This design comes from an exercise in tuning for small area and a short achievable clock period on the open sky130 flow, not from production work.
In this exercise RTL edits were held to simulation tests only and were not proved equivalent to the original.
Power and IR drop assume default switching activity.

==> job 2613: inputs <==
==> flow/design.v (excerpt) <==
module mult(clock, reset, enable, mplier, mcand, ROB_num_in, dest_PRN_in, start,
            product, ROB_num_out, dest_PRN_out, done);
==> flow/config.mk <==
export PLATFORM = sky130hd
export DESIGN_NAME = mult
export DESIGN_NICKNAME = mult
export VERILOG_FILES = /design/flow/design.v
export SDC_FILE = /design/flow/constraint.sdc
export NUM_CORES = 4
export LEC_CHECK = 0
export CAP_MARGIN = 0
export CORE_MARGIN = 2
export CORE_UTILIZATION = 50
export CTS_CLUSTER_DIAMETER = 100
export CTS_CLUSTER_SIZE = 20
export PLACE_DENSITY = 0.7
export SETUP_SLACK_MARGIN = 5
export SLEW_MARGIN = 60
export SYNTH_HIERARCHICAL = 1
export SYNTH_MINIMUM_KEEP_SIZE = 0
==> flow/constraint.sdc <==
create_clock -name core_clock -period 8.0 [get_ports {clock}]
set_input_delay 1.6000 -clock core_clock [delete_from_list [all_inputs] [get_ports {clock}]]
set_output_delay 1.6000 -clock core_clock [all_outputs]
set_load 0.01 [all_outputs]
standard.sh (not shown) runs the stock make flow with config.mk's settings and CLKGATE_MAP_FILE= SYNTH_SCRIPT=/design/flow/synth_recipe.tcl, a recipe that flattens the netlist after the stock synthesis.
==> flow/flow/run.sh <==
#!/bin/bash
# Layout flow: the standard ORFS flow (standard.sh, unchanged synthesis and
# steps), except that buffer_ports uses sky130_fd_sc_hd__buf_2 for the port
# buffers instead of its default cell.  All tool output goes to
# standard_flow.log; ORFS's per-step logs are under orfs/logs/.
set -euo pipefail
bash standard.sh "BUFFER_PORTS_ARGS=-buffer_cell sky130_fd_sc_hd__buf_2" finish > standard_flow.log 2>&1
==> job 7635 (differences from job 2613) <==
Settings changed: SETUP_SLACK_MARGIN 5 to 4.9.
==> results.yml <==
critical_path:
  cp_num_buf_inv: 0
  reg2reg_slack_ns: 4.79
timing:
  fin_skew_ns: 0.0520
power_and_ir_drop:
  power_frac_comb: 0.662
layout:
  clk_share: 0.0199
  final_layout_size_suffix_gt1_frac: 0.164
detailed_routing:
  wl_met3_um: 44000
outcome:
  status: "complete, no violations"
The numbers above come from job 7635.

==> results.yml <==
outcome:
  status: "complete, no violations"
hold_path:
  holdPathStages: 0
timing:
  fin_skew_ns: 0.0572
critical_path:
  reg2reg_slack_ns: 4.88
  cp_num_buf_inv: 1
detailed_routing:
  wl_met3_um: 48500
  wl_per_cell_um: 37.9
layout:
  clk_share: 0.0199
  final_layout_size_suffix_gt1_frac: 0.195
power_and_ir_drop:
  power_frac_comb: 0.660
The numbers above come from job 2613.


* * *

==> trial 57 <==
mult, a different RTL version from the one above (not shown whole).
## mult
module mult(clock, reset, enable, mplier, mcand, ROB_num_in, dest_PRN_in, start,
            product, ROB_num_out, dest_PRN_out, done);
  input         clock, reset, start, enable;
  input  [63:0] mcand, mplier;
  input   [5:0] ROB_num_in;
  input   [6:0] dest_PRN_in;
  output [63:0] product;
  output  [5:0] ROB_num_out;
  output  [6:0] dest_PRN_out;
  output        done;
  reg [63:0] x1;
  reg [31:0] one1, two1, neg1;
  reg [5:0] rob1, rob2, rob3, rob4;
  reg [6:0] prn1, prn2, prn3, prn4;
  reg d1, d2, d3, d4;
  reg [63:0] p4;
  wire [63:0] sum;
  reg r2_0, r2_1, r2_2, r2_3, r2_4, r2_5, r2_6, r2_7, r2_8, r2_9, r2_10, r2_11, r2_12, r2_13, r2_14, r2_15;
  reg r2_16, r2_17, r2_18, r2_19, r2_20, r2_21, r2_22, r2_23, r2_24, r2_25, r2_26, r2_27, r2_28, r2_29, r2_30, r2_31;
  reg r2_32, r2_33, r2_34, r2_35, r2_36, r2_37, r2_38, r2_39, r2_40, r2_41, r2_42, r2_43, r2_44, r2_45, r2_46, r2_47;
  reg r2_48, r2_49, r2_50, r2_51, r2_52, r2_53, r2_54, r2_55, r2_56, r2_57, r2_58, r2_59, r2_60, r2_61, r2_62, r2_63;
  reg r2_64, r2_65, r2_66, r2_67, r2_68, r2_69, r2_70, r2_71, r2_72, r2_73, r2_74, r2_75, r2_76, r2_77, r2_78, r2_79;
  reg r2_80, r2_81, r2_82, r2_83, r2_84, r2_85, r2_86, r2_87, r2_88, r2_89, r2_90, r2_91, r2_92, r2_93, r2_94, r2_95;
  reg r2_96, r2_97, r2_98, r2_99, r2_100, r2_101, r2_102, r2_103, r2_104, r2_105, r2_106, r2_107, r2_108, r2_109, r2_110, r2_111;
  reg r2_112, r2_113, r2_114, r2_115, r2_116, r2_117, r2_118, r2_119, r2_120, r2_121, r2_122, r2_123, r2_124, r2_125, r2_126, r2_127;
  reg r2_128, r2_129, r2_130, r2_131, r2_132, r2_133, r2_134, r2_135, r2_136, r2_137, r2_138, r2_139, r2_140, r2_141, r2_142, r2_143;
  reg r2_144, r2_145, r2_146, r2_147, r2_148, r2_149, r2_150, r2_151, r2_152, r2_153, r2_154, r2_155, r2_156, r2_157, r2_158, r2_159;
  reg r2_160, r2_161, r2_162, r2_163, r2_164, r2_165, r2_166, r2_167, r2_168, r2_169, r2_170, r2_171, r2_172, r2_173, r2_174, r2_175;
  reg r2_176, r2_177, r2_178, r2_179, r2_180, r2_181, r2_182, r2_183, r2_184, r2_185, r2_186, r2_187, r2_188, r2_189, r2_190, r2_191;
  reg r2_192, r2_193, r2_194, r2_195, r2_196, r2_197, r2_198, r2_199, r2_200, r2_201, r2_202, r2_203, r2_204, r2_205, r2_206, r2_207;
  ...
make LEC_CHECK=0 CAP_MARGIN=20 CORE_MARGIN=2 CORE_UTILIZATION=40 SETUP_SLACK_MARGIN=4.8 SLEW_MARGIN=20 SYNTH_HIERARCHICAL=1 SYNTH_MINIMUM_KEEP_SIZE=0 finish   # period 8.0 ns
run.sh (not shown) runs the stock make flow with config.mk's settings and CLKGATE_MAP_FILE= SYNTH_SCRIPT=/design/flow/synth_recipe.tcl, a recipe that flattens the netlist after the stock synthesis.
Stock flow here: none of the scripts above is used.
==> inputs of trial 88, as changes to trial 57 <==
--- a/flow/config.mk
+++ b/flow/config.mk
@@ -7,7 +7,8 @@
 export LEC_CHECK = 0
-export CAP_MARGIN = 20
+export CAP_MARGIN = 0
 export CORE_MARGIN = 2
-export CORE_UTILIZATION = 40
-export SETUP_SLACK_MARGIN = 4.8
-export SLEW_MARGIN = 20
+export CORE_UTILIZATION = 50
+export PLACE_DENSITY = 0.7
+export SETUP_SLACK_MARGIN = 4.7
+export SLEW_MARGIN = 0
 export SYNTH_HIERARCHICAL = 1
==> inputs of build 62, as changes to trial 57 <==
--- a/flow/config.mk
+++ b/flow/config.mk
@@ -10,3 +10,3 @@
 export CORE_UTILIZATION = 40
-export SETUP_SLACK_MARGIN = 4.8
+export SETUP_SLACK_MARGIN = 4.5
 export SLEW_MARGIN = 20
==> comparison <==
Non-clock buffer count, lowest first: build 62, trial 88, trial 57. The lowest register-to-register slack belongs to build 62, the highest to trial 57. The lowest power belongs to build 62, the highest to trial 57. Area after synthesis is the same in trial 57 and build 62.
==> figures <==
Critical path launch point: build 62 one1[12]; trial 88 x1[44]; trial 57 one1[18]
GR Util met1: build 62 0.3954; trial 88 0.4643; trial 57 0.4028
Power, Total: build 62 40.93 mW; trial 88 41.33 mW; trial 57 41.94 mW
Power per Cell Area: build 62 498.5 nW/um2; trial 88 501.8 nW/um2; trial 57 497.7 nW/um2
Result of the run: build 62 finished clean; trial 88 finished clean; trial 57 finished clean
Hold slack final: build 62 0.4152 ns; trial 88 0.4127 ns; trial 57 0.4168 ns
Net switching component of the power: build 62 19.41 mW; trial 88 19.47 mW; trial 57 19.93 mW
Clock group: build 62 4.48 mW; trial 88 4.52 mW; trial 57 4.47 mW
Via density per instance: build 62 6.255; trial 88 6.786; trial 57 6.377
Post-route core utilization: build 62 0.4668; trial 88 0.5889; trial 57 0.4790

[afterwards: timing with drivers on the ports]
The flow's constraints put no driver on any port. The routed layouts listed below were extracted and timed again, unchanged, in two steps. Step 1 assumes that a clkbuf_16 drives the clock port and a buf_2 every other input. Step 2 moves the port delays by t, midway between the first and last clock arrival at a register: inputs arrive t later, outputs are due t later. That takes back most of the time a late clock gives input paths. Slacks: ideal ports / drivers / drivers and shift; pairs: ideal ports / drivers.
run | t, ns | slack for setup (ns) | latest minus earliest clock arrival (ns) | worst register clock-pin slew, ns
job 2613 | 0.797 | 4.885 / 4.874 / 4.353 | 0.061 / 0.061 | 0.10 / 0.10
job 7635 | 0.795 | 4.792 / 4.792 / 4.398 | 0.057 / 0.057 | 0.10 / 0.10
trial 57 | 0.835 | 4.748 / 4.724 / 4.278 | 0.052 / 0.052 | 0.07 / 0.07
trial 88 | 0.802 | 4.672 / 4.671 / 4.445 | 0.047 / 0.047 | 0.07 / 0.07
build 62 | 0.821 | 4.451 / 4.451 / 4.261 | 0.072 / 0.073 | 0.08 / 0.08
After both steps every run listed still meets setup and hold. The setup slack of job 2613, which loses most, moves by -0.011 ns with the drivers and by -0.532 ns with both steps.
